Source: an optimization exercise on an open RTL-to-GDS flow (aim: small area, a short achievable clock period and few clock cycles). Production flows keep margins and buffers that such runs may drop.
The RTL was checked by simulation tests, not by an equivalence proof against the original design.

<file path="flow/config.mk">
export PLATFORM = sky130hd
export DESIGN_NAME = riscv_sys
export DESIGN_NICKNAME = riscv_sys
export VERILOG_FILES = /design/flow/design.v
export SDC_FILE = /design/flow/constraint.sdc
export NUM_CORES = 8
export LEC_CHECK = 0
export CAP_MARGIN = 40
export CORE_MARGIN = 2
export CORE_UTILIZATION = 45
export CTS_CLUSTER_DIAMETER = 80
export CTS_CLUSTER_SIZE = 24
export PLACE_DENSITY = 0.6
export SLEW_MARGIN = 40
export TNS_END_PERCENT = 20
</file>
<file path="flow/constraint.sdc">
create_clock -name core_clock -period 25.0 [get_ports {i_clk}]
set_input_delay 5.0000 -clock core_clock [delete_from_list [all_inputs] [get_ports {i_clk}]]
set_output_delay 5.0000 -clock core_clock [all_outputs]
set_load 0.01 [all_outputs]
</file>
<file path="flow/design.v">
module CHIP (
    input          i_clk,
    input          i_rst_n,
    input  [31:0]  i_IMEM_data,
    output [31:0]  o_IMEM_addr,
    output         o_mem_cen,
    output         o_mem_wen,
    output [31:0]  o_mem_addr,
    output [127:0] o_mem_wdata,
    input  [127:0] i_mem_rdata,
    input          i_mem_stall,
    output         o_finish
);
    reg  [31:2] fpc;             
    reg  [31:0] ir;              
    reg  [31:2] xpc;             
    reg         xpred;           
    reg         xv;              
    reg  [31:0] ms, mc;          
    reg  [27:0] ltag;            
    reg         lval, ldirty;
    reg  [127:0] line;
    reg         mcen, mwen;      
    reg         fin;
    assign o_IMEM_addr = {fpc, 2'b00};
    assign o_mem_cen   = mcen;
    assign o_mem_wen   = mwen;
    assign o_mem_addr  = {ltag, 4'b0000};
    assign o_mem_wdata = line;
    assign o_finish    = fin;
    wire [2:0] f3  = ir[14:12];
    wire [4:0] rs1 = ir[19:15];
    wire [4:0] rs2 = ir[24:20];
    wire [4:0] rd  = ir[11:7];
    function [15:0] decode(input [31:0] w);
        reg jmp, jal, jalr, br, sys, ld, st, mem, r, i, aui, mul, wr;
        begin
            jmp  =  w[6] &  w[2];                          
            jal  =  w[6] &  w[3];
            jalr =  w[6] & ~w[3] & w[2];
            br   =  w[6] & ~w[4] & ~w[2];
            sys  =  w[6] &  w[4];
            ld   = ~w[6] & ~w[5] & ~w[4];
            st   = ~w[6] &  w[5] & ~w[4];
            mem  = ~w[6] & ~w[4];
            r    = ~w[6] &  w[5] &  w[4];
            i    = ~w[6] & ~w[5] &  w[4] & ~w[2];
            aui  = ~w[6] &  w[4] &  w[2];
            mul  =  r & w[25];
            wr   = ~(st | br | sys);
            decode = {
                wr & (w[11:7] != 5'd0),                      
                (r & w[30]) | br | (i & w[14:12] == 3'b010),   
                w[5] & (w[4] | (w[6] & ~w[2])),              
                ~(jal | aui | sys),                          
                (w[5] & (w[4] | (w[6] & ~w[2]))) | st,       
                wr, mul, aui, mem, st, ld, sys, br, jalr, jal, jmp};
        end
    endfunction
    reg  [15:0] xc;
    wire op_jmp  = xc[0];
    wire op_jal  = xc[1];
    wire op_jalr = xc[2];
    wire op_br   = xc[3];
    wire op_sys  = xc[4];
    wire op_ld   = xc[5];
    wire op_st   = xc[6];
    wire op_mem  = xc[7];
    wire op_aui  = xc[8];
    wire op_mul  = xc[9];
    wire op_wr   = xc[10];
    wire use2    = xc[11];
    wire use1    = xc[12];
    wire b_reg   = xc[13];
    wire sub     = xc[14];
    wire op_wrz  = xc[15];
    wire [31:0] rfq [0:31];
    wire        x_we, lwb, mwb;  
    wire [4:0]  prd, pmrd;       
    wire [31:0] rf_wd;
    reg  [31:0] wd;
    reg         rst_q;           
    always @(posedge i_clk)
        rst_q <= i_rst_n;
    wire [31:0] wd_all = rf_wd & {32{rst_q}};
    assign rfq[0] = 32'd0;
    genvar g;
    generate for (g = 1; g < 32; g = g + 1) begin : g_rf
        reg [31:0] r;
        wire [31:0] d = (g == 2) ? (rst_q ? rf_wd : 32'hbffffff0) :
                        (g == 3) ? (rst_q ? rf_wd : 32'h10008000) : wd_all;
        wire we = (x_we & (rd == g)) | (lwb & (prd == g)) | (mwb & (pmrd == g)) | !rst_q;
        always @(posedge i_clk)
            if (we) r <= d;
        assign rfq[g] = r;
    end endgenerate
    reg  [31:1] oh1, oh2;
    reg  [31:0] r1, r2;
    integer k;
    always @(*) begin
        r1 = 32'd0;
        r2 = 32'd0;
        for (k = 1; k < 32; k = k + 1) begin
            r1 = r1 | ({32{oh1[k]}} & rfq[k]);
            r2 = r2 | ({32{oh2[k]}} & rfq[k]);
        end
    end
    wire [31:0] imm_i = {{20{ir[31]}}, ir[31:20]};
    wire [31:0] imm_s = {{20{ir[31]}}, ir[31:25], ir[11:7]};
    wire [31:0] bv    = b_reg ? r2 : (op_st ? imm_s : imm_i);
    wire [32:0] sum_c = {r1, 1'b1} + {bv ^ {32{sub}}, sub};
    wire [31:0] sum   = sum_c[32:1];
    wire        lt    = (r1[31] ^ bv[31]) ? r1[31] : sum[31];
    wire        eq    = r1 == r2;
    wire [31:0] sh_in, sh_out;
    wire [31:0] sh_r = $signed({f3[2] & r1[31], sh_in}) >>> rs2;
    generate for (g = 0; g < 32; g = g + 1) begin : g_rev
        assign sh_in[g]  = f3[2] ? r1[g] : r1[31-g];
        assign sh_out[g] = f3[2] ? sh_r[g] : sh_r[31-g];
    end endgenerate
    reg [31:0] alu;
    always @(*)
        case (f3)
            3'b000:         alu = sum;
            3'b001, 3'b101: alu = sh_out;
            3'b010:         alu = {31'd0, lt};
            3'b100:         alu = r1 ^ bv;
            3'b110:         alu = r1 | bv;
            default:        alu = r1 & bv;
        endcase
    localparam MK = 8;
    reg  [31:0] ma, mb;
    reg         pm;              
    reg  [3:0]  mcnt;            
    reg  [4:0]  pmrd_r;          
    assign pmrd = pmrd_r;
    wire [31:0] ts, tc;
    wire        mul_go;
    wire        pm1 = pm & (mcnt == 4'd0);     
    mul_step u_mul (.a(ma), .b(mb[MK-1:0]), .s(ms), .c(mc), .ts(ts), .tc(tc));
    always @(posedge i_clk) begin
        if (mul_go) begin
            ma   <= r1;
            mb   <= r2;
            ms   <= 32'd0;
            mc   <= 32'd0;
            pmrd_r <= rd;
        end else if (mcnt != 4'd0) begin
            ma   <= ma << MK;
            mb   <= mb >> MK;
            ms   <= ts;
            mc   <= tc;
        end
    end
    wire [31:0] mul_res = ms + mc;
    wire [31:2] imm_t = op_br  ? (xpred ? 30'd1 : {{19{ir[31]}}, ir[31], ir[7], ir[30:25], ir[11:9]}) :
                        op_jal ? {{11{ir[31]}}, ir[31], ir[19:12], ir[20], ir[30:22]} :
                                 {ir[31:12], 10'd0};
    wire [31:2] tgt   = xpc + imm_t;
    wire        taken = op_br & (f3[2] ? (lt ^ f3[0]) : (eq ^ f3[0]));
    reg         pl, ps;          
    reg  [4:0]  prd_r;           
    assign prd = prd_r;
    reg  [1:0]  pwi;             
    wire [31:0] kt = {ltag, 4'd0};
    wire [4:0]  lo4 = {1'b0, r1[3:0]} + {1'b0, bv[3:0]};
    wire [31:4] ec;              
    assign ec[4] = lo4[4];
    generate for (g = 5; g < 32; g = g + 1) begin : g_ec
        assign ec[g] = (r1[g-1] & bv[g-1]) | ((r1[g-1] | bv[g-1]) & ~kt[g-1]);
    end endgenerate
    wire        hit      = lval & ((r1[31:4] ^ bv[31:4] ^ kt[31:4]) == ec[31:4]);
    wire        mem_done = mcen & ~i_mem_stall;
    wire        rd_act   = mcen & ~mwen;
    wire        rd_done  = mem_done & ~mwen;
    wire        wb_done  = mem_done & mwen;
    wire        xw_raw   = xv & op_wrz & ~op_mem & ~op_mul & ~dep_hz;
    assign      lwb      = pl & lval & ~xw_raw;
    assign      mwb      = pm & pm1 & ~xw_raw & ~lwb;
    wire        can_rd   = (~mcen & ~ldirty) | wb_done;
    wire        mem_go   = xv & op_mem & ~dep_hz & (hit | can_rd);
    wire        start_rd = mem_go & ~hit;
    wire        ld_go    = mem_go & op_ld;
    wire        st_go    = mem_go & op_st;
    wire        dirty_n  = (st_go & hit) | (ldirty & ~wb_done) | (rd_done & ps);
    reg  [31:0] lwb_data;
    always @(*) begin
        case (pwi)
            2'd0: lwb_data = line[31:0];
            2'd1: lwb_data = line[63:32];
            2'd2: lwb_data = line[95:64];
            default: lwb_data = line[127:96];
        endcase
    end
    generate for (g = 0; g < 4; g = g + 1) begin : g_line
        wire st_here = st_go && sum[3:2] == g;
        wire keep    = ps && pwi == g;
        always @(posedge i_clk)
            if (st_here) line[32*g +: 32] <= r2;
            else if (rd_act && !keep) line[32*g +: 32] <= i_mem_rdata[32*g +: 32];
    end endgenerate
    always @(posedge i_clk) begin
        if (start_rd) ltag <= sum[31:4];
        if (start_rd | ld_go) begin
            pwi  <= sum[3:2];
            prd_r <= rd;
        end
    end
    always @(posedge i_clk or negedge i_rst_n)
        if (!i_rst_n) begin
            lval   <= 1'b0;
            ldirty <= 1'b0;
            mcen   <= 1'b0;
            mwen   <= 1'b0;
            pl     <= 1'b0;
            ps     <= 1'b0;
            fin    <= 1'b0;
        end else begin
            if (start_rd) lval <= 1'b0;
            else if (rd_done) lval <= 1'b1;
            ldirty <= dirty_n;
            if (start_rd) ps <= op_st;
            else if (rd_done) ps <= 1'b0;
            if (start_rd | ld_go) pl <= op_ld & op_wrz;
            else if (lwb) pl <= 1'b0;
            if (~mcen | mem_done) begin
                if (start_rd) begin
                    mcen <= 1'b1;
                    mwen <= 1'b0;
                end else begin
                    mcen <= dirty_n;
                    mwen <= 1'b1;
                end
            end
            fin <= xv & op_sys & ~pl & ~pm & ((~mcen & ~ldirty) | wb_done);
        end
    wire [31:0] fi      = i_IMEM_data;
    wire [31:2] fpc_inc = fpc + 30'd1;
    wire [8:0]  f_bs    = {1'b0, fpc[9:2]} + {2'b01, fi[28:25], fi[11:9]};
    wire        f_pred  = fi[6] & ~fi[4] & ~fi[2] & fi[31] & fi[7] & fi[30] & fi[29] &
                          f_bs[8] & ~(&fpc[9:2]);
    wire [9:2]  f_lo    = f_bs[7:0];
    wire pl_hz = pl & ((use1 & rs1 == prd) | (use2 & rs2 == prd) | (op_wr & rd == prd));
    wire pm_hz = pm & ((use1 & rs1 == pmrd) | (use2 & rs2 == pmrd) | (op_wr & rd == pmrd));
    wire dep_hz = pl_hz | pm_hz;
    wire hz    = dep_hz | (op_mul & pm & ~mwb);
    assign mul_go = xv & op_mul & ~hz & op_wrz;
    wire stall = xv & ((op_mem & ~mem_go) | op_sys | hz);
    wire redirect = xv & (op_jmp | (op_br & (taken ^ xpred)));
    assign x_we   = xv & op_wrz & ~op_mul & ~hz & ~op_mem;
    assign rf_wd  = lwb ? lwb_data : mwb ? mul_res : wd;
    always @(*) begin
        if (op_jmp)       wd = {fpc, 2'b00};      
        else if (op_aui)  wd = {tgt, 2'b00};
        else              wd = alu;
    end
    always @(posedge i_clk or negedge i_rst_n)
        if (!i_rst_n) begin
            fpc <= 30'h00004000;
            xv  <= 1'b0;
            pm   <= 1'b0;
            mcnt <= 4'd0;
        end else begin
            if (mul_go) pm <= 1'b1;
            else if (mwb) pm <= 1'b0;
            if (mul_go) mcnt <= 32 / MK;
            else if (mcnt != 4'd0) mcnt <= mcnt - 4'd1;
            if (!stall) begin
                if (redirect) begin
                    fpc <= op_jalr ? sum[31:2] : tgt;
                    xv  <= 1'b0;
                end else begin
                    fpc <= {fpc_inc[31:10], f_pred ? f_lo : fpc_inc[9:2]};
                    xv  <= 1'b1;
                end
            end
        end
    wire [4:0]  n_rs1 = stall ? ir[19:15] : i_IMEM_data[19:15];
    wire [4:0]  n_rs2 = stall ? ir[24:20] : i_IMEM_data[24:20];
    always @(posedge i_clk) begin
        oh1 <= 31'h7fffffff & (32'd1 << n_rs1) >> 1;
        oh2 <= 31'h7fffffff & (32'd1 << n_rs2) >> 1;
        xc  <= decode(stall ? ir : i_IMEM_data);
    end
    always @(posedge i_clk)
        if (!stall) begin
            ir    <= i_IMEM_data;
            xpc   <= fpc;
            xpred <= f_pred;
        end
endmodule
module mul_step (
    input  [31:0] a,
    input  [7:0]  b,
    input  [31:0] s,
    input  [31:0] c,
    output [31:0] ts,
    output [31:0] tc
);
    wire [31:0] pp0 = b[0] ? a[31:0] : 32'd0;
    wire [30:0] pp1 = b[1] ? a[30:0] : 31'd0;
    wire [29:0] pp2 = b[2] ? a[29:0] : 30'd0;
    wire [28:0] pp3 = b[3] ? a[28:0] : 29'd0;
    wire [27:0] pp4 = b[4] ? a[27:0] : 28'd0;
    wire [26:0] pp5 = b[5] ? a[26:0] : 27'd0;
    wire [25:0] pp6 = b[6] ? a[25:0] : 26'd0;
    wire [24:0] pp7 = b[7] ? a[24:0] : 25'd0;
    wire t1 = s[7] ^ c[7];
    wire t2 = s[7] & c[7];
    wire t3 = s[8] ^ c[8] ^ pp0[8];
    wire t4 = (s[8] & c[8]) | (s[8] & pp0[8]) | (c[8] & pp0[8]);
    wire t5 = s[9] ^ c[9] ^ pp0[9];
    wire t6 = (s[9] & c[9]) | (s[9] & pp0[9]) | (c[9] & pp0[9]);
    wire t7 = s[10] ^ c[10] ^ pp0[10];
    wire t8 = (s[10] & c[10]) | (s[10] & pp0[10]) | (c[10] & pp0[10]);
    wire t9 = s[11] ^ c[11] ^ pp0[11];
    wire t10 = (s[11] & c[11]) | (s[11] & pp0[11]) | (c[11] & pp0[11]);
    wire t11 = s[12] ^ c[12] ^ pp0[12];
    wire t12 = (s[12] & c[12]) | (s[12] & pp0[12]) | (c[12] & pp0[12]);
    wire t13 = s[13] ^ c[13] ^ pp0[13];
    wire t14 = (s[13] & c[13]) | (s[13] & pp0[13]) | (c[13] & pp0[13]);
    wire t15 = s[14] ^ c[14] ^ pp0[14];
    wire t16 = (s[14] & c[14]) | (s[14] & pp0[14]) | (c[14] & pp0[14]);
    wire t17 = s[15] ^ c[15] ^ pp0[15];
    wire t18 = (s[15] & c[15]) | (s[15] & pp0[15]) | (c[15] & pp0[15]);
    wire t19 = s[16] ^ c[16] ^ pp0[16];
    wire t20 = (s[16] & c[16]) | (s[16] & pp0[16]) | (c[16] & pp0[16]);
    wire t21 = s[17] ^ c[17] ^ pp0[17];
    wire t22 = (s[17] & c[17]) | (s[17] & pp0[17]) | (c[17] & pp0[17]);
    wire t23 = s[18] ^ c[18] ^ pp0[18];
    wire t24 = (s[18] & c[18]) | (s[18] & pp0[18]) | (c[18] & pp0[18]);
    wire t25 = s[19] ^ c[19] ^ pp0[19];
    wire t26 = (s[19] & c[19]) | (s[19] & pp0[19]) | (c[19] & pp0[19]);
    wire t27 = s[20] ^ c[20] ^ pp0[20];
    wire t28 = (s[20] & c[20]) | (s[20] & pp0[20]) | (c[20] & pp0[20]);
    wire t29 = s[21] ^ c[21] ^ pp0[21];
    wire t30 = (s[21] & c[21]) | (s[21] & pp0[21]) | (c[21] & pp0[21]);
    wire t31 = s[22] ^ c[22] ^ pp0[22];
    wire t32 = (s[22] & c[22]) | (s[22] & pp0[22]) | (c[22] & pp0[22]);
    wire t33 = s[23] ^ c[23] ^ pp0[23];
    wire t34 = (s[23] & c[23]) | (s[23] & pp0[23]) | (c[23] & pp0[23]);
    wire t35 = s[24] ^ c[24] ^ pp0[24];
    wire t36 = (s[24] & c[24]) | (s[24] & pp0[24]) | (c[24] & pp0[24]);
    wire t37 = s[25] ^ c[25] ^ pp0[25];
    wire t38 = (s[25] & c[25]) | (s[25] & pp0[25]) | (c[25] & pp0[25]);
    wire t39 = s[26] ^ c[26] ^ pp0[26];
    wire t40 = (s[26] & c[26]) | (s[26] & pp0[26]) | (c[26] & pp0[26]);
    wire t41 = s[27] ^ c[27] ^ pp0[27];
    wire t42 = (s[27] & c[27]) | (s[27] & pp0[27]) | (c[27] & pp0[27]);
    wire t43 = s[28] ^ c[28] ^ pp0[28];
    wire t44 = (s[28] & c[28]) | (s[28] & pp0[28]) | (c[28] & pp0[28]);
    wire t45 = s[29] ^ c[29] ^ pp0[29];
    wire t46 = (s[29] & c[29]) | (s[29] & pp0[29]) | (c[29] & pp0[29]);
    wire t47 = s[30] ^ c[30] ^ pp0[30];
    wire t48 = (s[30] & c[30]) | (s[30] & pp0[30]) | (c[30] & pp0[30]);
    wire t49 = s[31] ^ c[31] ^ pp0[31];
    wire t51 = s[4] ^ c[4];
    wire t52 = s[4] & c[4];
    wire t53 = s[5] ^ c[5] ^ pp0[5];
    wire t54 = (s[5] & c[5]) | (s[5] & pp0[5]) | (c[5] & pp0[5]);
    wire t55 = pp1[4] ^ pp2[3];
    wire t56 = pp1[4] & pp2[3];
    wire t57 = s[6] ^ c[6] ^ pp0[6];
    wire t58 = (s[6] & c[6]) | (s[6] & pp0[6]) | (c[6] & pp0[6]);
    wire t59 = pp1[5] ^ pp2[4] ^ pp3[3];
    wire t60 = (pp1[5] & pp2[4]) | (pp1[5] & pp3[3]) | (pp2[4] & pp3[3]);
    wire t61 = pp4[2] ^ pp5[1];
    wire t62 = pp4[2] & pp5[1];
    wire t63 = t1 ^ pp0[7] ^ pp1[6];
    wire t64 = (t1 & pp0[7]) | (t1 & pp1[6]) | (pp0[7] & pp1[6]);
    wire t65 = pp2[5] ^ pp3[4] ^ pp4[3];
    wire t66 = (pp2[5] & pp3[4]) | (pp2[5] & pp4[3]) | (pp3[4] & pp4[3]);
    wire t67 = pp5[2] ^ pp6[1] ^ pp7[0];
    wire t68 = (pp5[2] & pp6[1]) | (pp5[2] & pp7[0]) | (pp6[1] & pp7[0]);
    wire t69 = t2 ^ t3 ^ pp1[7];
    wire t70 = (t2 & t3) | (t2 & pp1[7]) | (t3 & pp1[7]);
    wire t71 = pp2[6] ^ pp3[5] ^ pp4[4];
    wire t72 = (pp2[6] & pp3[5]) | (pp2[6] & pp4[4]) | (pp3[5] & pp4[4]);
    wire t73 = pp5[3] ^ pp6[2] ^ pp7[1];
    wire t74 = (pp5[3] & pp6[2]) | (pp5[3] & pp7[1]) | (pp6[2] & pp7[1]);
    wire t75 = t4 ^ t5 ^ pp1[8];
    wire t76 = (t4 & t5) | (t4 & pp1[8]) | (t5 & pp1[8]);
    wire t77 = pp2[7] ^ pp3[6] ^ pp4[5];
    wire t78 = (pp2[7] & pp3[6]) | (pp2[7] & pp4[5]) | (pp3[6] & pp4[5]);
    wire t79 = pp5[4] ^ pp6[3] ^ pp7[2];
    wire t80 = (pp5[4] & pp6[3]) | (pp5[4] & pp7[2]) | (pp6[3] & pp7[2]);
    wire t81 = t6 ^ t7 ^ pp1[9];
    wire t82 = (t6 & t7) | (t6 & pp1[9]) | (t7 & pp1[9]);
    wire t83 = pp2[8] ^ pp3[7] ^ pp4[6];
    wire t84 = (pp2[8] & pp3[7]) | (pp2[8] & pp4[6]) | (pp3[7] & pp4[6]);
    wire t85 = pp5[5] ^ pp6[4] ^ pp7[3];
    wire t86 = (pp5[5] & pp6[4]) | (pp5[5] & pp7[3]) | (pp6[4] & pp7[3]);
    wire t87 = t8 ^ t9 ^ pp1[10];
    wire t88 = (t8 & t9) | (t8 & pp1[10]) | (t9 & pp1[10]);
    wire t89 = pp2[9] ^ pp3[8] ^ pp4[7];
    wire t90 = (pp2[9] & pp3[8]) | (pp2[9] & pp4[7]) | (pp3[8] & pp4[7]);
    wire t91 = pp5[6] ^ pp6[5] ^ pp7[4];
    wire t92 = (pp5[6] & pp6[5]) | (pp5[6] & pp7[4]) | (pp6[5] & pp7[4]);
    wire t93 = t10 ^ t11 ^ pp1[11];
    wire t94 = (t10 & t11) | (t10 & pp1[11]) | (t11 & pp1[11]);
    wire t95 = pp2[10] ^ pp3[9] ^ pp4[8];
    wire t96 = (pp2[10] & pp3[9]) | (pp2[10] & pp4[8]) | (pp3[9] & pp4[8]);
    wire t97 = pp5[7] ^ pp6[6] ^ pp7[5];
    wire t98 = (pp5[7] & pp6[6]) | (pp5[7] & pp7[5]) | (pp6[6] & pp7[5]);
    wire t99 = t12 ^ t13 ^ pp1[12];
    wire t100 = (t12 & t13) | (t12 & pp1[12]) | (t13 & pp1[12]);
    wire t101 = pp2[11] ^ pp3[10] ^ pp4[9];
    wire t102 = (pp2[11] & pp3[10]) | (pp2[11] & pp4[9]) | (pp3[10] & pp4[9]);
    wire t103 = pp5[8] ^ pp6[7] ^ pp7[6];
    wire t104 = (pp5[8] & pp6[7]) | (pp5[8] & pp7[6]) | (pp6[7] & pp7[6]);
    wire t105 = t14 ^ t15 ^ pp1[13];
    wire t106 = (t14 & t15) | (t14 & pp1[13]) | (t15 & pp1[13]);
    wire t107 = pp2[12] ^ pp3[11] ^ pp4[10];
    wire t108 = (pp2[12] & pp3[11]) | (pp2[12] & pp4[10]) | (pp3[11] & pp4[10]);
    wire t109 = pp5[9] ^ pp6[8] ^ pp7[7];
    wire t110 = (pp5[9] & pp6[8]) | (pp5[9] & pp7[7]) | (pp6[8] & pp7[7]);
    wire t111 = t16 ^ t17 ^ pp1[14];
    wire t112 = (t16 & t17) | (t16 & pp1[14]) | (t17 & pp1[14]);
    wire t113 = pp2[13] ^ pp3[12] ^ pp4[11];
    wire t114 = (pp2[13] & pp3[12]) | (pp2[13] & pp4[11]) | (pp3[12] & pp4[11]);
    wire t115 = pp5[10] ^ pp6[9] ^ pp7[8];
    wire t116 = (pp5[10] & pp6[9]) | (pp5[10] & pp7[8]) | (pp6[9] & pp7[8]);
    wire t117 = t18 ^ t19 ^ pp1[15];
    wire t118 = (t18 & t19) | (t18 & pp1[15]) | (t19 & pp1[15]);
    wire t119 = pp2[14] ^ pp3[13] ^ pp4[12];
    wire t120 = (pp2[14] & pp3[13]) | (pp2[14] & pp4[12]) | (pp3[13] & pp4[12]);
    wire t121 = pp5[11] ^ pp6[10] ^ pp7[9];
    wire t122 = (pp5[11] & pp6[10]) | (pp5[11] & pp7[9]) | (pp6[10] & pp7[9]);
    wire t123 = t20 ^ t21 ^ pp1[16];
    wire t124 = (t20 & t21) | (t20 & pp1[16]) | (t21 & pp1[16]);
    wire t125 = pp2[15] ^ pp3[14] ^ pp4[13];
    wire t126 = (pp2[15] & pp3[14]) | (pp2[15] & pp4[13]) | (pp3[14] & pp4[13]);
    wire t127 = pp5[12] ^ pp6[11] ^ pp7[10];
    wire t128 = (pp5[12] & pp6[11]) | (pp5[12] & pp7[10]) | (pp6[11] & pp7[10]);
    wire t129 = t22 ^ t23 ^ pp1[17];
    wire t130 = (t22 & t23) | (t22 & pp1[17]) | (t23 & pp1[17]);
    wire t131 = pp2[16] ^ pp3[15] ^ pp4[14];
    wire t132 = (pp2[16] & pp3[15]) | (pp2[16] & pp4[14]) | (pp3[15] & pp4[14]);
    wire t133 = pp5[13] ^ pp6[12] ^ pp7[11];
    wire t134 = (pp5[13] & pp6[12]) | (pp5[13] & pp7[11]) | (pp6[12] & pp7[11]);
    wire t135 = t24 ^ t25 ^ pp1[18];
    wire t136 = (t24 & t25) | (t24 & pp1[18]) | (t25 & pp1[18]);
    wire t137 = pp2[17] ^ pp3[16] ^ pp4[15];
    wire t138 = (pp2[17] & pp3[16]) | (pp2[17] & pp4[15]) | (pp3[16] & pp4[15]);
    wire t139 = pp5[14] ^ pp6[13] ^ pp7[12];
    wire t140 = (pp5[14] & pp6[13]) | (pp5[14] & pp7[12]) | (pp6[13] & pp7[12]);
    wire t141 = t26 ^ t27 ^ pp1[19];
    wire t142 = (t26 & t27) | (t26 & pp1[19]) | (t27 & pp1[19]);
    wire t143 = pp2[18] ^ pp3[17] ^ pp4[16];
    wire t144 = (pp2[18] & pp3[17]) | (pp2[18] & pp4[16]) | (pp3[17] & pp4[16]);
    wire t145 = pp5[15] ^ pp6[14] ^ pp7[13];
    wire t146 = (pp5[15] & pp6[14]) | (pp5[15] & pp7[13]) | (pp6[14] & pp7[13]);
    wire t147 = t28 ^ t29 ^ pp1[20];
    wire t148 = (t28 & t29) | (t28 & pp1[20]) | (t29 & pp1[20]);
    wire t149 = pp2[19] ^ pp3[18] ^ pp4[17];
    wire t150 = (pp2[19] & pp3[18]) | (pp2[19] & pp4[17]) | (pp3[18] & pp4[17]);
    wire t151 = pp5[16] ^ pp6[15] ^ pp7[14];
    wire t152 = (pp5[16] & pp6[15]) | (pp5[16] & pp7[14]) | (pp6[15] & pp7[14]);
    wire t153 = t30 ^ t31 ^ pp1[21];
    wire t154 = (t30 & t31) | (t30 & pp1[21]) | (t31 & pp1[21]);
    wire t155 = pp2[20] ^ pp3[19] ^ pp4[18];
    wire t156 = (pp2[20] & pp3[19]) | (pp2[20] & pp4[18]) | (pp3[19] & pp4[18]);
    wire t157 = pp5[17] ^ pp6[16] ^ pp7[15];
    wire t158 = (pp5[17] & pp6[16]) | (pp5[17] & pp7[15]) | (pp6[16] & pp7[15]);
    wire t159 = t32 ^ t33 ^ pp1[22];
    wire t160 = (t32 & t33) | (t32 & pp1[22]) | (t33 & pp1[22]);
    wire t161 = pp2[21] ^ pp3[20] ^ pp4[19];
    wire t162 = (pp2[21] & pp3[20]) | (pp2[21] & pp4[19]) | (pp3[20] & pp4[19]);
    wire t163 = pp5[18] ^ pp6[17] ^ pp7[16];
    wire t164 = (pp5[18] & pp6[17]) | (pp5[18] & pp7[16]) | (pp6[17] & pp7[16]);
    wire t165 = t34 ^ t35 ^ pp1[23];
    wire t166 = (t34 & t35) | (t34 & pp1[23]) | (t35 & pp1[23]);
    wire t167 = pp2[22] ^ pp3[21] ^ pp4[20];
    wire t168 = (pp2[22] & pp3[21]) | (pp2[22] & pp4[20]) | (pp3[21] & pp4[20]);
    wire t169 = pp5[19] ^ pp6[18] ^ pp7[17];
    wire t170 = (pp5[19] & pp6[18]) | (pp5[19] & pp7[17]) | (pp6[18] & pp7[17]);
    wire t171 = t36 ^ t37 ^ pp1[24];
    wire t172 = (t36 & t37) | (t36 & pp1[24]) | (t37 & pp1[24]);
    wire t173 = pp2[23] ^ pp3[22] ^ pp4[21];
    wire t174 = (pp2[23] & pp3[22]) | (pp2[23] & pp4[21]) | (pp3[22] & pp4[21]);
    wire t175 = pp5[20] ^ pp6[19] ^ pp7[18];
    wire t176 = (pp5[20] & pp6[19]) | (pp5[20] & pp7[18]) | (pp6[19] & pp7[18]);
    wire t177 = t38 ^ t39 ^ pp1[25];
    wire t178 = (t38 & t39) | (t38 & pp1[25]) | (t39 & pp1[25]);
    wire t179 = pp2[24] ^ pp3[23] ^ pp4[22];
    wire t180 = (pp2[24] & pp3[23]) | (pp2[24] & pp4[22]) | (pp3[23] & pp4[22]);
    wire t181 = pp5[21] ^ pp6[20] ^ pp7[19];
    wire t182 = (pp5[21] & pp6[20]) | (pp5[21] & pp7[19]) | (pp6[20] & pp7[19]);
    wire t183 = t40 ^ t41 ^ pp1[26];
    wire t184 = (t40 & t41) | (t40 & pp1[26]) | (t41 & pp1[26]);
    wire t185 = pp2[25] ^ pp3[24] ^ pp4[23];
    wire t186 = (pp2[25] & pp3[24]) | (pp2[25] & pp4[23]) | (pp3[24] & pp4[23]);
    wire t187 = pp5[22] ^ pp6[21] ^ pp7[20];
    wire t188 = (pp5[22] & pp6[21]) | (pp5[22] & pp7[20]) | (pp6[21] & pp7[20]);
    wire t189 = t42 ^ t43 ^ pp1[27];
    wire t190 = (t42 & t43) | (t42 & pp1[27]) | (t43 & pp1[27]);
    wire t191 = pp2[26] ^ pp3[25] ^ pp4[24];
    wire t192 = (pp2[26] & pp3[25]) | (pp2[26] & pp4[24]) | (pp3[25] & pp4[24]);
    wire t193 = pp5[23] ^ pp6[22] ^ pp7[21];
    wire t194 = (pp5[23] & pp6[22]) | (pp5[23] & pp7[21]) | (pp6[22] & pp7[21]);
    wire t195 = t44 ^ t45 ^ pp1[28];
    wire t196 = (t44 & t45) | (t44 & pp1[28]) | (t45 & pp1[28]);
    wire t197 = pp2[27] ^ pp3[26] ^ pp4[25];
    wire t198 = (pp2[27] & pp3[26]) | (pp2[27] & pp4[25]) | (pp3[26] & pp4[25]);
    wire t199 = pp5[24] ^ pp6[23] ^ pp7[22];
    wire t200 = (pp5[24] & pp6[23]) | (pp5[24] & pp7[22]) | (pp6[23] & pp7[22]);
    wire t201 = t46 ^ t47 ^ pp1[29];
    wire t202 = (t46 & t47) | (t46 & pp1[29]) | (t47 & pp1[29]);
    wire t203 = pp2[28] ^ pp3[27] ^ pp4[26];
    wire t204 = (pp2[28] & pp3[27]) | (pp2[28] & pp4[26]) | (pp3[27] & pp4[26]);
    wire t205 = pp5[25] ^ pp6[24] ^ pp7[23];
    wire t206 = (pp5[25] & pp6[24]) | (pp5[25] & pp7[23]) | (pp6[24] & pp7[23]);
    wire t207 = t48 ^ t49 ^ pp1[30];
    wire t209 = pp2[29] ^ pp3[28] ^ pp4[27];
    wire t211 = pp5[26] ^ pp6[25] ^ pp7[24];
    wire t213 = s[2] ^ c[2];
    wire t214 = s[2] & c[2];
    wire t215 = s[3] ^ c[3] ^ pp0[3];
    wire t216 = (s[3] & c[3]) | (s[3] & pp0[3]) | (c[3] & pp0[3]);
    wire t217 = pp1[2] ^ pp2[1];
    wire t218 = pp1[2] & pp2[1];
    wire t219 = t51 ^ pp0[4] ^ pp1[3];
    wire t220 = (t51 & pp0[4]) | (t51 & pp1[3]) | (pp0[4] & pp1[3]);
    wire t221 = pp2[2] ^ pp3[1] ^ pp4[0];
    wire t222 = (pp2[2] & pp3[1]) | (pp2[2] & pp4[0]) | (pp3[1] & pp4[0]);
    wire t223 = t52 ^ t53 ^ t55;
    wire t224 = (t52 & t53) | (t52 & t55) | (t53 & t55);
    wire t225 = pp3[2] ^ pp4[1] ^ pp5[0];
    wire t226 = (pp3[2] & pp4[1]) | (pp3[2] & pp5[0]) | (pp4[1] & pp5[0]);
    wire t227 = t54 ^ t56 ^ t57;
    wire t228 = (t54 & t56) | (t54 & t57) | (t56 & t57);
    wire t229 = t59 ^ t61 ^ pp6[0];
    wire t230 = (t59 & t61) | (t59 & pp6[0]) | (t61 & pp6[0]);
    wire t231 = t58 ^ t60 ^ t62;
    wire t232 = (t58 & t60) | (t58 & t62) | (t60 & t62);
    wire t233 = t63 ^ t65 ^ t67;
    wire t234 = (t63 & t65) | (t63 & t67) | (t65 & t67);
    wire t235 = t64 ^ t66 ^ t68;
    wire t236 = (t64 & t66) | (t64 & t68) | (t66 & t68);
    wire t237 = t69 ^ t71 ^ t73;
    wire t238 = (t69 & t71) | (t69 & t73) | (t71 & t73);
    wire t239 = t70 ^ t72 ^ t74;
    wire t240 = (t70 & t72) | (t70 & t74) | (t72 & t74);
    wire t241 = t75 ^ t77 ^ t79;
    wire t242 = (t75 & t77) | (t75 & t79) | (t77 & t79);
    wire t243 = t76 ^ t78 ^ t80;
    wire t244 = (t76 & t78) | (t76 & t80) | (t78 & t80);
    wire t245 = t81 ^ t83 ^ t85;
    wire t246 = (t81 & t83) | (t81 & t85) | (t83 & t85);
    wire t247 = t82 ^ t84 ^ t86;
    wire t248 = (t82 & t84) | (t82 & t86) | (t84 & t86);
    wire t249 = t87 ^ t89 ^ t91;
    wire t250 = (t87 & t89) | (t87 & t91) | (t89 & t91);
    wire t251 = t88 ^ t90 ^ t92;
    wire t252 = (t88 & t90) | (t88 & t92) | (t90 & t92);
    wire t253 = t93 ^ t95 ^ t97;
    wire t254 = (t93 & t95) | (t93 & t97) | (t95 & t97);
    wire t255 = t94 ^ t96 ^ t98;
    wire t256 = (t94 & t96) | (t94 & t98) | (t96 & t98);
    wire t257 = t99 ^ t101 ^ t103;
    wire t258 = (t99 & t101) | (t99 & t103) | (t101 & t103);
    wire t259 = t100 ^ t102 ^ t104;
    wire t260 = (t100 & t102) | (t100 & t104) | (t102 & t104);
    wire t261 = t105 ^ t107 ^ t109;
    wire t262 = (t105 & t107) | (t105 & t109) | (t107 & t109);
    wire t263 = t106 ^ t108 ^ t110;
    wire t264 = (t106 & t108) | (t106 & t110) | (t108 & t110);
    wire t265 = t111 ^ t113 ^ t115;
    wire t266 = (t111 & t113) | (t111 & t115) | (t113 & t115);
    wire t267 = t112 ^ t114 ^ t116;
    wire t268 = (t112 & t114) | (t112 & t116) | (t114 & t116);
    wire t269 = t117 ^ t119 ^ t121;
    wire t270 = (t117 & t119) | (t117 & t121) | (t119 & t121);
    wire t271 = t118 ^ t120 ^ t122;
    wire t272 = (t118 & t120) | (t118 & t122) | (t120 & t122);
    wire t273 = t123 ^ t125 ^ t127;
    wire t274 = (t123 & t125) | (t123 & t127) | (t125 & t127);
    wire t275 = t124 ^ t126 ^ t128;
    wire t276 = (t124 & t126) | (t124 & t128) | (t126 & t128);
    wire t277 = t129 ^ t131 ^ t133;
    wire t278 = (t129 & t131) | (t129 & t133) | (t131 & t133);
    wire t279 = t130 ^ t132 ^ t134;
    wire t280 = (t130 & t132) | (t130 & t134) | (t132 & t134);
    wire t281 = t135 ^ t137 ^ t139;
    wire t282 = (t135 & t137) | (t135 & t139) | (t137 & t139);
    wire t283 = t136 ^ t138 ^ t140;
    wire t284 = (t136 & t138) | (t136 & t140) | (t138 & t140);
    wire t285 = t141 ^ t143 ^ t145;
    wire t286 = (t141 & t143) | (t141 & t145) | (t143 & t145);
    wire t287 = t142 ^ t144 ^ t146;
    wire t288 = (t142 & t144) | (t142 & t146) | (t144 & t146);
    wire t289 = t147 ^ t149 ^ t151;
    wire t290 = (t147 & t149) | (t147 & t151) | (t149 & t151);
    wire t291 = t148 ^ t150 ^ t152;
    wire t292 = (t148 & t150) | (t148 & t152) | (t150 & t152);
    wire t293 = t153 ^ t155 ^ t157;
    wire t294 = (t153 & t155) | (t153 & t157) | (t155 & t157);
    wire t295 = t154 ^ t156 ^ t158;
    wire t296 = (t154 & t156) | (t154 & t158) | (t156 & t158);
    wire t297 = t159 ^ t161 ^ t163;
    wire t298 = (t159 & t161) | (t159 & t163) | (t161 & t163);
    wire t299 = t160 ^ t162 ^ t164;
    wire t300 = (t160 & t162) | (t160 & t164) | (t162 & t164);
    wire t301 = t165 ^ t167 ^ t169;
    wire t302 = (t165 & t167) | (t165 & t169) | (t167 & t169);
    wire t303 = t166 ^ t168 ^ t170;
    wire t304 = (t166 & t168) | (t166 & t170) | (t168 & t170);
    wire t305 = t171 ^ t173 ^ t175;
    wire t306 = (t171 & t173) | (t171 & t175) | (t173 & t175);
    wire t307 = t172 ^ t174 ^ t176;
    wire t308 = (t172 & t174) | (t172 & t176) | (t174 & t176);
    wire t309 = t177 ^ t179 ^ t181;
    wire t310 = (t177 & t179) | (t177 & t181) | (t179 & t181);
    wire t311 = t178 ^ t180 ^ t182;
    wire t312 = (t178 & t180) | (t178 & t182) | (t180 & t182);
    wire t313 = t183 ^ t185 ^ t187;
    wire t314 = (t183 & t185) | (t183 & t187) | (t185 & t187);
    wire t315 = t184 ^ t186 ^ t188;
    wire t316 = (t184 & t186) | (t184 & t188) | (t186 & t188);
    wire t317 = t189 ^ t191 ^ t193;
    wire t318 = (t189 & t191) | (t189 & t193) | (t191 & t193);
    wire t319 = t190 ^ t192 ^ t194;
    wire t320 = (t190 & t192) | (t190 & t194) | (t192 & t194);
    wire t321 = t195 ^ t197 ^ t199;
    wire t322 = (t195 & t197) | (t195 & t199) | (t197 & t199);
    wire t323 = t196 ^ t198 ^ t200;
    wire t324 = (t196 & t198) | (t196 & t200) | (t198 & t200);
    wire t325 = t201 ^ t203 ^ t205;
    wire t326 = (t201 & t203) | (t201 & t205) | (t203 & t205);
    wire t327 = t202 ^ t204 ^ t206;
    wire t329 = t207 ^ t209 ^ t211;
    wire t331 = s[1] ^ c[1];
    wire t332 = s[1] & c[1];
    wire t333 = t213 ^ pp0[2] ^ pp1[1];
    wire t334 = (t213 & pp0[2]) | (t213 & pp1[1]) | (pp0[2] & pp1[1]);
    wire t335 = t214 ^ t215 ^ t217;
    wire t336 = (t214 & t215) | (t214 & t217) | (t215 & t217);
    wire t337 = t216 ^ t218 ^ t219;
    wire t338 = (t216 & t218) | (t216 & t219) | (t218 & t219);
    wire t339 = t220 ^ t222 ^ t223;
    wire t340 = (t220 & t222) | (t220 & t223) | (t222 & t223);
    wire t341 = t224 ^ t226 ^ t227;
    wire t342 = (t224 & t226) | (t224 & t227) | (t226 & t227);
    wire t343 = t228 ^ t230 ^ t231;
    wire t344 = (t228 & t230) | (t228 & t231) | (t230 & t231);
    wire t345 = t232 ^ t234 ^ t235;
    wire t346 = (t232 & t234) | (t232 & t235) | (t234 & t235);
    wire t347 = t236 ^ t238 ^ t239;
    wire t348 = (t236 & t238) | (t236 & t239) | (t238 & t239);
    wire t349 = t240 ^ t242 ^ t243;
    wire t350 = (t240 & t242) | (t240 & t243) | (t242 & t243);
    wire t351 = t244 ^ t246 ^ t247;
    wire t352 = (t244 & t246) | (t244 & t247) | (t246 & t247);
    wire t353 = t248 ^ t250 ^ t251;
    wire t354 = (t248 & t250) | (t248 & t251) | (t250 & t251);
    wire t355 = t252 ^ t254 ^ t255;
    wire t356 = (t252 & t254) | (t252 & t255) | (t254 & t255);
    wire t357 = t256 ^ t258 ^ t259;
    wire t358 = (t256 & t258) | (t256 & t259) | (t258 & t259);
    wire t359 = t260 ^ t262 ^ t263;
    wire t360 = (t260 & t262) | (t260 & t263) | (t262 & t263);
    wire t361 = t264 ^ t266 ^ t267;
    wire t362 = (t264 & t266) | (t264 & t267) | (t266 & t267);
    wire t363 = t268 ^ t270 ^ t271;
    wire t364 = (t268 & t270) | (t268 & t271) | (t270 & t271);
    wire t365 = t272 ^ t274 ^ t275;
    wire t366 = (t272 & t274) | (t272 & t275) | (t274 & t275);
    wire t367 = t276 ^ t278 ^ t279;
    wire t368 = (t276 & t278) | (t276 & t279) | (t278 & t279);
    wire t369 = t280 ^ t282 ^ t283;
    wire t370 = (t280 & t282) | (t280 & t283) | (t282 & t283);
    wire t371 = t284 ^ t286 ^ t287;
    wire t372 = (t284 & t286) | (t284 & t287) | (t286 & t287);
    wire t373 = t288 ^ t290 ^ t291;
    wire t374 = (t288 & t290) | (t288 & t291) | (t290 & t291);
    wire t375 = t292 ^ t294 ^ t295;
    wire t376 = (t292 & t294) | (t292 & t295) | (t294 & t295);
    wire t377 = t296 ^ t298 ^ t299;
    wire t378 = (t296 & t298) | (t296 & t299) | (t298 & t299);
    wire t379 = t300 ^ t302 ^ t303;
    wire t380 = (t300 & t302) | (t300 & t303) | (t302 & t303);
    wire t381 = t304 ^ t306 ^ t307;
    wire t382 = (t304 & t306) | (t304 & t307) | (t306 & t307);
    wire t383 = t308 ^ t310 ^ t311;
    wire t384 = (t308 & t310) | (t308 & t311) | (t310 & t311);
    wire t385 = t312 ^ t314 ^ t315;
    wire t386 = (t312 & t314) | (t312 & t315) | (t314 & t315);
    wire t387 = t316 ^ t318 ^ t319;
    wire t388 = (t316 & t318) | (t316 & t319) | (t318 & t319);
    wire t389 = t320 ^ t322 ^ t323;
    wire t390 = (t320 & t322) | (t320 & t323) | (t322 & t323);
    wire t391 = t324 ^ t326 ^ t327;
    wire t393 = s[0] ^ c[0];
    wire t394 = s[0] & c[0];
    wire t395 = t331 ^ pp0[1] ^ pp1[0];
    wire t396 = (t331 & pp0[1]) | (t331 & pp1[0]) | (pp0[1] & pp1[0]);
    wire t397 = t332 ^ t333 ^ pp2[0];
    wire t398 = (t332 & t333) | (t332 & pp2[0]) | (t333 & pp2[0]);
    wire t399 = t334 ^ t335 ^ pp3[0];
    wire t400 = (t334 & t335) | (t334 & pp3[0]) | (t335 & pp3[0]);
    wire t401 = t336 ^ t337 ^ t221;
    wire t402 = (t336 & t337) | (t336 & t221) | (t337 & t221);
    wire t403 = t338 ^ t339 ^ t225;
    wire t404 = (t338 & t339) | (t338 & t225) | (t339 & t225);
    wire t405 = t340 ^ t341 ^ t229;
    wire t406 = (t340 & t341) | (t340 & t229) | (t341 & t229);
    wire t407 = t342 ^ t343 ^ t233;
    wire t408 = (t342 & t343) | (t342 & t233) | (t343 & t233);
    wire t409 = t344 ^ t345 ^ t237;
    wire t410 = (t344 & t345) | (t344 & t237) | (t345 & t237);
    wire t411 = t346 ^ t347 ^ t241;
    wire t412 = (t346 & t347) | (t346 & t241) | (t347 & t241);
    wire t413 = t348 ^ t349 ^ t245;
    wire t414 = (t348 & t349) | (t348 & t245) | (t349 & t245);
    wire t415 = t350 ^ t351 ^ t249;
    wire t416 = (t350 & t351) | (t350 & t249) | (t351 & t249);
    wire t417 = t352 ^ t353 ^ t253;
    wire t418 = (t352 & t353) | (t352 & t253) | (t353 & t253);
    wire t419 = t354 ^ t355 ^ t257;
    wire t420 = (t354 & t355) | (t354 & t257) | (t355 & t257);
    wire t421 = t356 ^ t357 ^ t261;
    wire t422 = (t356 & t357) | (t356 & t261) | (t357 & t261);
    wire t423 = t358 ^ t359 ^ t265;
    wire t424 = (t358 & t359) | (t358 & t265) | (t359 & t265);
    wire t425 = t360 ^ t361 ^ t269;
    wire t426 = (t360 & t361) | (t360 & t269) | (t361 & t269);
    wire t427 = t362 ^ t363 ^ t273;
    wire t428 = (t362 & t363) | (t362 & t273) | (t363 & t273);
    wire t429 = t364 ^ t365 ^ t277;
    wire t430 = (t364 & t365) | (t364 & t277) | (t365 & t277);
    wire t431 = t366 ^ t367 ^ t281;
    wire t432 = (t366 & t367) | (t366 & t281) | (t367 & t281);
    wire t433 = t368 ^ t369 ^ t285;
    wire t434 = (t368 & t369) | (t368 & t285) | (t369 & t285);
    wire t435 = t370 ^ t371 ^ t289;
    wire t436 = (t370 & t371) | (t370 & t289) | (t371 & t289);
    wire t437 = t372 ^ t373 ^ t293;
    wire t438 = (t372 & t373) | (t372 & t293) | (t373 & t293);
    wire t439 = t374 ^ t375 ^ t297;
    wire t440 = (t374 & t375) | (t374 & t297) | (t375 & t297);
    wire t441 = t376 ^ t377 ^ t301;
    wire t442 = (t376 & t377) | (t376 & t301) | (t377 & t301);
    wire t443 = t378 ^ t379 ^ t305;
    wire t444 = (t378 & t379) | (t378 & t305) | (t379 & t305);
    wire t445 = t380 ^ t381 ^ t309;
    wire t446 = (t380 & t381) | (t380 & t309) | (t381 & t309);
    wire t447 = t382 ^ t383 ^ t313;
    wire t448 = (t382 & t383) | (t382 & t313) | (t383 & t313);
    wire t449 = t384 ^ t385 ^ t317;
    wire t450 = (t384 & t385) | (t384 & t317) | (t385 & t317);
    wire t451 = t386 ^ t387 ^ t321;
    wire t452 = (t386 & t387) | (t386 & t321) | (t387 & t321);
    wire t453 = t388 ^ t389 ^ t325;
    wire t454 = (t388 & t389) | (t388 & t325) | (t389 & t325);
    wire t455 = t390 ^ t391 ^ t329;
    assign ts[0] = t393;
    assign tc[0] = pp0[0];
    assign ts[1] = t394;
    assign tc[1] = t395;
    assign ts[2] = t396;
    assign tc[2] = t397;
    assign ts[3] = t398;
    assign tc[3] = t399;
    assign ts[4] = t400;
    assign tc[4] = t401;
    assign ts[5] = t402;
    assign tc[5] = t403;
    assign ts[6] = t404;
    assign tc[6] = t405;
    assign ts[7] = t406;
    assign tc[7] = t407;
    assign ts[8] = t408;
    assign tc[8] = t409;
    assign ts[9] = t410;
    assign tc[9] = t411;
    assign ts[10] = t412;
    assign tc[10] = t413;
    assign ts[11] = t414;
    assign tc[11] = t415;
    assign ts[12] = t416;
    assign tc[12] = t417;
    assign ts[13] = t418;
    assign tc[13] = t419;
    assign ts[14] = t420;
    assign tc[14] = t421;
    assign ts[15] = t422;
    assign tc[15] = t423;
    assign ts[16] = t424;
    assign tc[16] = t425;
    assign ts[17] = t426;
    assign tc[17] = t427;
    assign ts[18] = t428;
    assign tc[18] = t429;
    assign ts[19] = t430;
    assign tc[19] = t431;
    assign ts[20] = t432;
    assign tc[20] = t433;
    assign ts[21] = t434;
    assign tc[21] = t435;
    assign ts[22] = t436;
    assign tc[22] = t437;
    assign ts[23] = t438;
    assign tc[23] = t439;
    assign ts[24] = t440;
    assign tc[24] = t441;
    assign ts[25] = t442;
    assign tc[25] = t443;
    assign ts[26] = t444;
    assign tc[26] = t445;
    assign ts[27] = t446;
    assign tc[27] = t447;
    assign ts[28] = t448;
    assign tc[28] = t449;
    assign ts[29] = t450;
    assign tc[29] = t451;
    assign ts[30] = t452;
    assign tc[30] = t453;
    assign ts[31] = t454;
    assign tc[31] = t455;
endmodule
module riscv_sys (
    input          i_clk,
    input          i_rst_n,
    input  [31:0]  i_IMEM_data,
    output [31:0]  o_IMEM_addr,
    output         o_mem_cen,
    output         o_mem_wen,
    output [31:0]  o_mem_addr,
    output [127:0] o_mem_wdata,
    input  [127:0] i_mem_rdata,
    input          i_mem_stall,
    output         o_finish
);
    CHIP u_chip (
        .i_clk       (i_clk),
        .i_rst_n     (i_rst_n),
        .i_IMEM_data (i_IMEM_data),
        .o_IMEM_addr (o_IMEM_addr),
        .o_mem_cen   (o_mem_cen),
        .o_mem_wen   (o_mem_wen),
        .o_mem_addr  (o_mem_addr),
        .o_mem_wdata (o_mem_wdata),
        .i_mem_rdata (i_mem_rdata),
        .i_mem_stall (i_mem_stall),
        .o_finish    (o_finish)
    );
endmodule
</file>
<file path="flow/flow/run.sh">
#!/bin/bash
# The standard ORFS layout (standard.sh, unchanged synthesis) with two
# changes to how it is made: the port buffers buffer_ports inserts are
# buf_2 cells (every port still gets its buffer), and timing repair is asked
# to leave 18.5 ns of setup slack at the 25 ns clock, so that the layout is
# made for the shortest period it can reach. The full output of the make
# run goes to make_finish.log here; ORFS's own logs stay under orfs/logs.
set -uo pipefail
export BUFFER_PORTS_ARGS="-buffer_cell sky130_fd_sc_hd__buf_2"
bash standard.sh SETUP_SLACK_MARGIN=18.5 finish > make_finish.log 2>&1
status=$?
tail -n 20 make_finish.log
exit $status
</file>
<file path="flow/standard.sh">
#!/bin/bash
# synth_recipe.tcl (not shown) runs the flow's synth.tcl, then flattens the netlist and writes it again
# the make line also repeats each setting of config.mk as NAME=value (left out here)
make -C /OpenROAD-flow-scripts/flow DESIGN_CONFIG=/design/flow/config.mk WORK_HOME=/design/flow/orfs CLKGATE_MAP_FILE= SYNTH_SCRIPT=/design/flow/synth_recipe.tcl "${@:-finish}"
</file>
==> impl_metrics.env <==
export IMPL_status="timing/DRC/antenna clean"
export IMPL_fmax_ghz=0.147
export IMPL_cpMaxStageDelayCell="dfxtp_2"
export IMPL_critPathCaptureType="register"
export IMPL_async_flop_share_pct=2.92
export IMPL_mappedNetlistArea_um2=80700
export IMPL_ys_ff_latch=1471
export IMPL_track_usage_pct=43.1
export IMPL_die_area_um2=183000
export IMPL_drv_slew=0
export IMPL_hold_viol=0
export IMPL_cts_sinks=1471
export IMPL_wl_mm=402
export IMPL_fp_dieW_um=427
export IMPL_ys_seq_area_share_pct=52.5
export IMPL_grt_most_used_layer="met2"
export IMPL_hold_slack_ns=0.466
export IMPL_yosys_area_share_simple_pct=10.3
export IMPL_fin_crit_ns=6.78
export IMPL_tightest_slew_ns=1.08
export IMPL_synth_compound_area_share_pct=17.6
export IMPL_drc_errors=0
export IMPL_rows=155
export IMPL_tns_ns=0
export IMPL_worst_path_max_fanout=54
export IMPL_multi_input_area_um2=36300
export IMPL_synthXorXnorAreaFrac_pct=2.47
export IMPL_ios=358
export IMPL_final_area_um2=91800
export IMPL_dp_cells=9456
export IMPL_overflow=0
export IMPL_arrival_ns=7.28
export IMPL_post_dp_cell_area_um2=86600
export IMPL_timing_final_crit_share_pct=27.1
export IMPL_synth_distinct_cells=97
export IMPL_post_drt_wl_per_cell_um=41.4
export IMPL_num_vias=71000
export IMPL_clkLatencyLatePin_ns=0.82
export IMPL_cts_tree="done"
export IMPL_htree_levels=3
export IMPL_skew_ns=0.0867
export IMPL_syn_inst=6928
export IMPL_maxCapViolCount=0
export IMPL_dr_pass1_iters=11
export IMPL_start_kind="register"
export IMPL_antenna_found_initial=19
export IMPL_hpwl_mm=251
export IMPL_drive_gt1_share_pct=17.7
export IMPL_vias_per_cell=7.30
export IMPL_ctsHoldBuffers=0
export IMPL_grtUsageMet2_pct=61.5
export IMPL_nFillCells=15600
export IMPL_start_util_pct=45.3
export IMPL_critPathKind="reg -> reg"
export IMPL_grt_pass1_vias=66600
export IMPL_worstPathRequired_ns=25.50
export IMPL_ant_nets=0
export IMPL_root_buffer="clkbuf_16"
export IMPL_slew_headroom_pct=28.0
export IMPL_synthAdderAreaFrac_pct=8.61
export IMPL_instances_no_fill=9724
export IMPL_setup_violations=0
export IMPL_seqCellArea_um2=42500
export IMPL_clk_path_buf_depth=3
export IMPL_core_um2=178000
export IMPL_synth_top_family_by_area="compound AO/OA/AOI/OAI gates"
export IMPL_grt_met1_usage_pct=52.4
export IMPL_avgSynthCellArea_um2=11.6
export IMPL_grtUsageMet3_pct=18.1
export IMPL_critPathMaxStageDelay_ns=0.87
export IMPL_nets=7845
export IMPL_cts_buffers=96
export IMPL_grt_pass1_wl_mm=541
export IMPL_ys_warn_count=1
export IMPL_ys_flop_type="edfxtp_1"
export IMPL_place_gp_congestion=1.02
export IMPL_hp_class="reg -> reg"
export IMPL_fp_dieH_um=427
export IMPL_synth_enable_flop_cells=1270
export IMPL_path_clk_slew_ns=0.09
export IMPL_initialDrtViolationCount=14600
export IMPL_grt_max_degree=99
export IMPL_synth_area_mux_share_pct=4.25
export IMPL_path_cells="buf_4, a22o_1, a221oi_1, and4_1, nand2_1, fa_1, xor2_1, nand4_1, nor4_1, and3_1, o211a_4, nand2_2, or3_2, buf_8, o21ai_4, buf_12, buf_16"
export IMPL_io_buffer_count=349
export IMPL_rsz0062_at_grt="yes"
export IMPL_syn_to_final_growth_pct=13.8
[critical path: cells and delay by family (launching register included)]
family	cells	cell delay [ns]
adders and majority gates	1	0.56
AOI/OAI and AO/OA	4	0.78
DFF	1	0.87
buffers and inverters	4	1.23
xor gates and xnor gates	1	0.37
and+or+nand+nor	7	2.58
[state kept, by name, indices dropped and copies added, names as in the netlist, 28 cells and up]
| signal | flops |
|---|---|
| u_chip.g_rf.r | 992 |
| u_chip.line | 128 |
| u_chip.ma | 32 |
| u_chip.mb | 32 |
| u_chip.mc | 32 |
| u_chip.ms | 32 |
| u_chip.oh1 | 31 |
| u_chip.oh2 | 31 |
| u_chip.fpc | 30 |
| u_chip.ir | 30 |
| u_chip.xpc | 30 |
| u_chip.ltag | 28 |
[final timing paths]
| kind | startpoint | endpoint | slack [ns] | cells after the start |
|---|---|---|---|---|
| max | u_chip.oh1[7] | u_chip.line[14] | 18.22 | 17 |
| min | u_chip.mc[7] | u_chip.mc[7] | 0.47 | 2 |
| max reg2reg | u_chip.oh1[7] | u_chip.line[14] | 18.22 | 17 |
| min reg2reg | u_chip.mc[7] | u_chip.mc[7] | 0.47 | 2 |
| max in group asynchronous | i_rst_n | u_chip.fpc[4] | 20.20 | 2 |
| min in group asynchronous | i_rst_n | u_chip.fpc[12] | 4.34 | 2 |
[cell type report]
type	instances	share of cell area [%]
Tap cell	2355	3.21
Sequential cell	1471	46.3
Clock buffer	113	2.81
Clock inverter	52	0.710
Antenna cell	30	0.0818
Multi-Input combinational cell	4580	39.5
Timing Repair inverter	2	0.0191
Inverter	438	1.81
Timing Repair Buffer	683	5.47
[per-layer routing]
layer | up-vias | wire (um)
li1 | 27100 | -
met1 | 34900 | 135000
met2 | 6874 | 166000
met3 | 2033 | 64300
met4 | 18 | 37400
met5 | - | 208
[cells by family after synthesis]
kind of cell	after synthesis
compound gates	2015
fa+ha+maj	410
other cells	1
mux	214
xor+xnor	226
simple gates	1707
flops	1471
buf+inv	884
[cell usage after synthesis (all sizes together), types with 168 or more instances]
cell / number / area [um^2]
fa: 242 / 4840
o21ai: 336 / 1680
inv: 435 / 1630
a22oi: 719 / 5400
edfxtp: 1270 / 38100
clkbuf: 325 / 1220
nand2: 565 / 2120
nand4: 189 / 1180
nor2: 342 / 1290
a21oi: 278 / 1390
and2: 209 / 1310
ha: 168 / 2100
[cell usage in the layout (no fill, tap or decap), drive strengths merged, types with 24 or more instances in the layout]
cell / netlist / layout
a211oi: 42 / 42
a21o: 66 / 66
a21oi: 278 / 279
a221oi: 117 / 117
a222oi: 65 / 65
a22o: 95 / 95
a22oi: 719 / 719
a31oi: 57 / 58
and2: 209 / 209
and3: 39 / 39
buf: 121 / 679
clkbuf: 325 / 114
dfrtp: 42 / 42
dfxtp: 158 / 158
diode: 0 / 30
edfxtp: 1270 / 1270
fa: 242 / 242
ha: 168 / 168
inv: 435 / 462
mux2: 60 / 60
mux2i: 58 / 58
mux4: 96 / 96
nand2: 565 / 565
nand2b: 25 / 25
nand3: 123 / 123
nand4: 189 / 189
nor2: 342 / 342
nor3: 79 / 79
nor4: 24 / 24
o21a: 25 / 25
o21ai: 336 / 336
xnor2: 124 / 124
xor2: 101 / 101
[timing repair]
| action | 4_1_cts | 5_1_grt |
|---|---|---|
| resized for setup | 153 | 102 |
| pin swaps | 20 | 29 |
| cloned | 9 | 0 |
| setup endpoints to repair | 1189 | 958 |
| setup buffers | 37 | 25 |
[stage by stage]
stage               utilization, %  setup WS (ns)
floorplan                        -          17.87
global placement              48.4          16.49
detailed placement            48.6          16.40
CTS                           51.1          18.34
global route                  51.5          18.34
finish                        51.5          18.22
Testbench counts, summed over its fixed seeds: cycles 90,191.

[what the ideal ports hide]
Ports are ideal in the flow. The routed layout listed here was re-timed in OpenROAD.
Step 1: set_driving_cell puts a clkbuf_16 on i_clk and a buf_2 on each other input, an assumption about the parent block.
Step 2 times the ports against the registers' clock, not the clock port: input delays grow and output delays shrink by t, the midpoint of the rising clock arrivals with the driver on.
a / b / c = no drivers / after step 1 / after step 2; a / b = the first two.
shift t [ns]: 0.865
setup WS [ns]: 18.216 / 18.216 / 17.543
hold slack, ns: 0.466 / 0.466 / 0.466
clock arrival spread, ns: 0.087 / 0.087
worst register clock-pin slew, ns: 0.10 / 0.10
After both steps setup and hold are still met in this run. For this run, drivers alone change the setup slack by 0.000 ns; drivers and shift together by -0.673 ns.
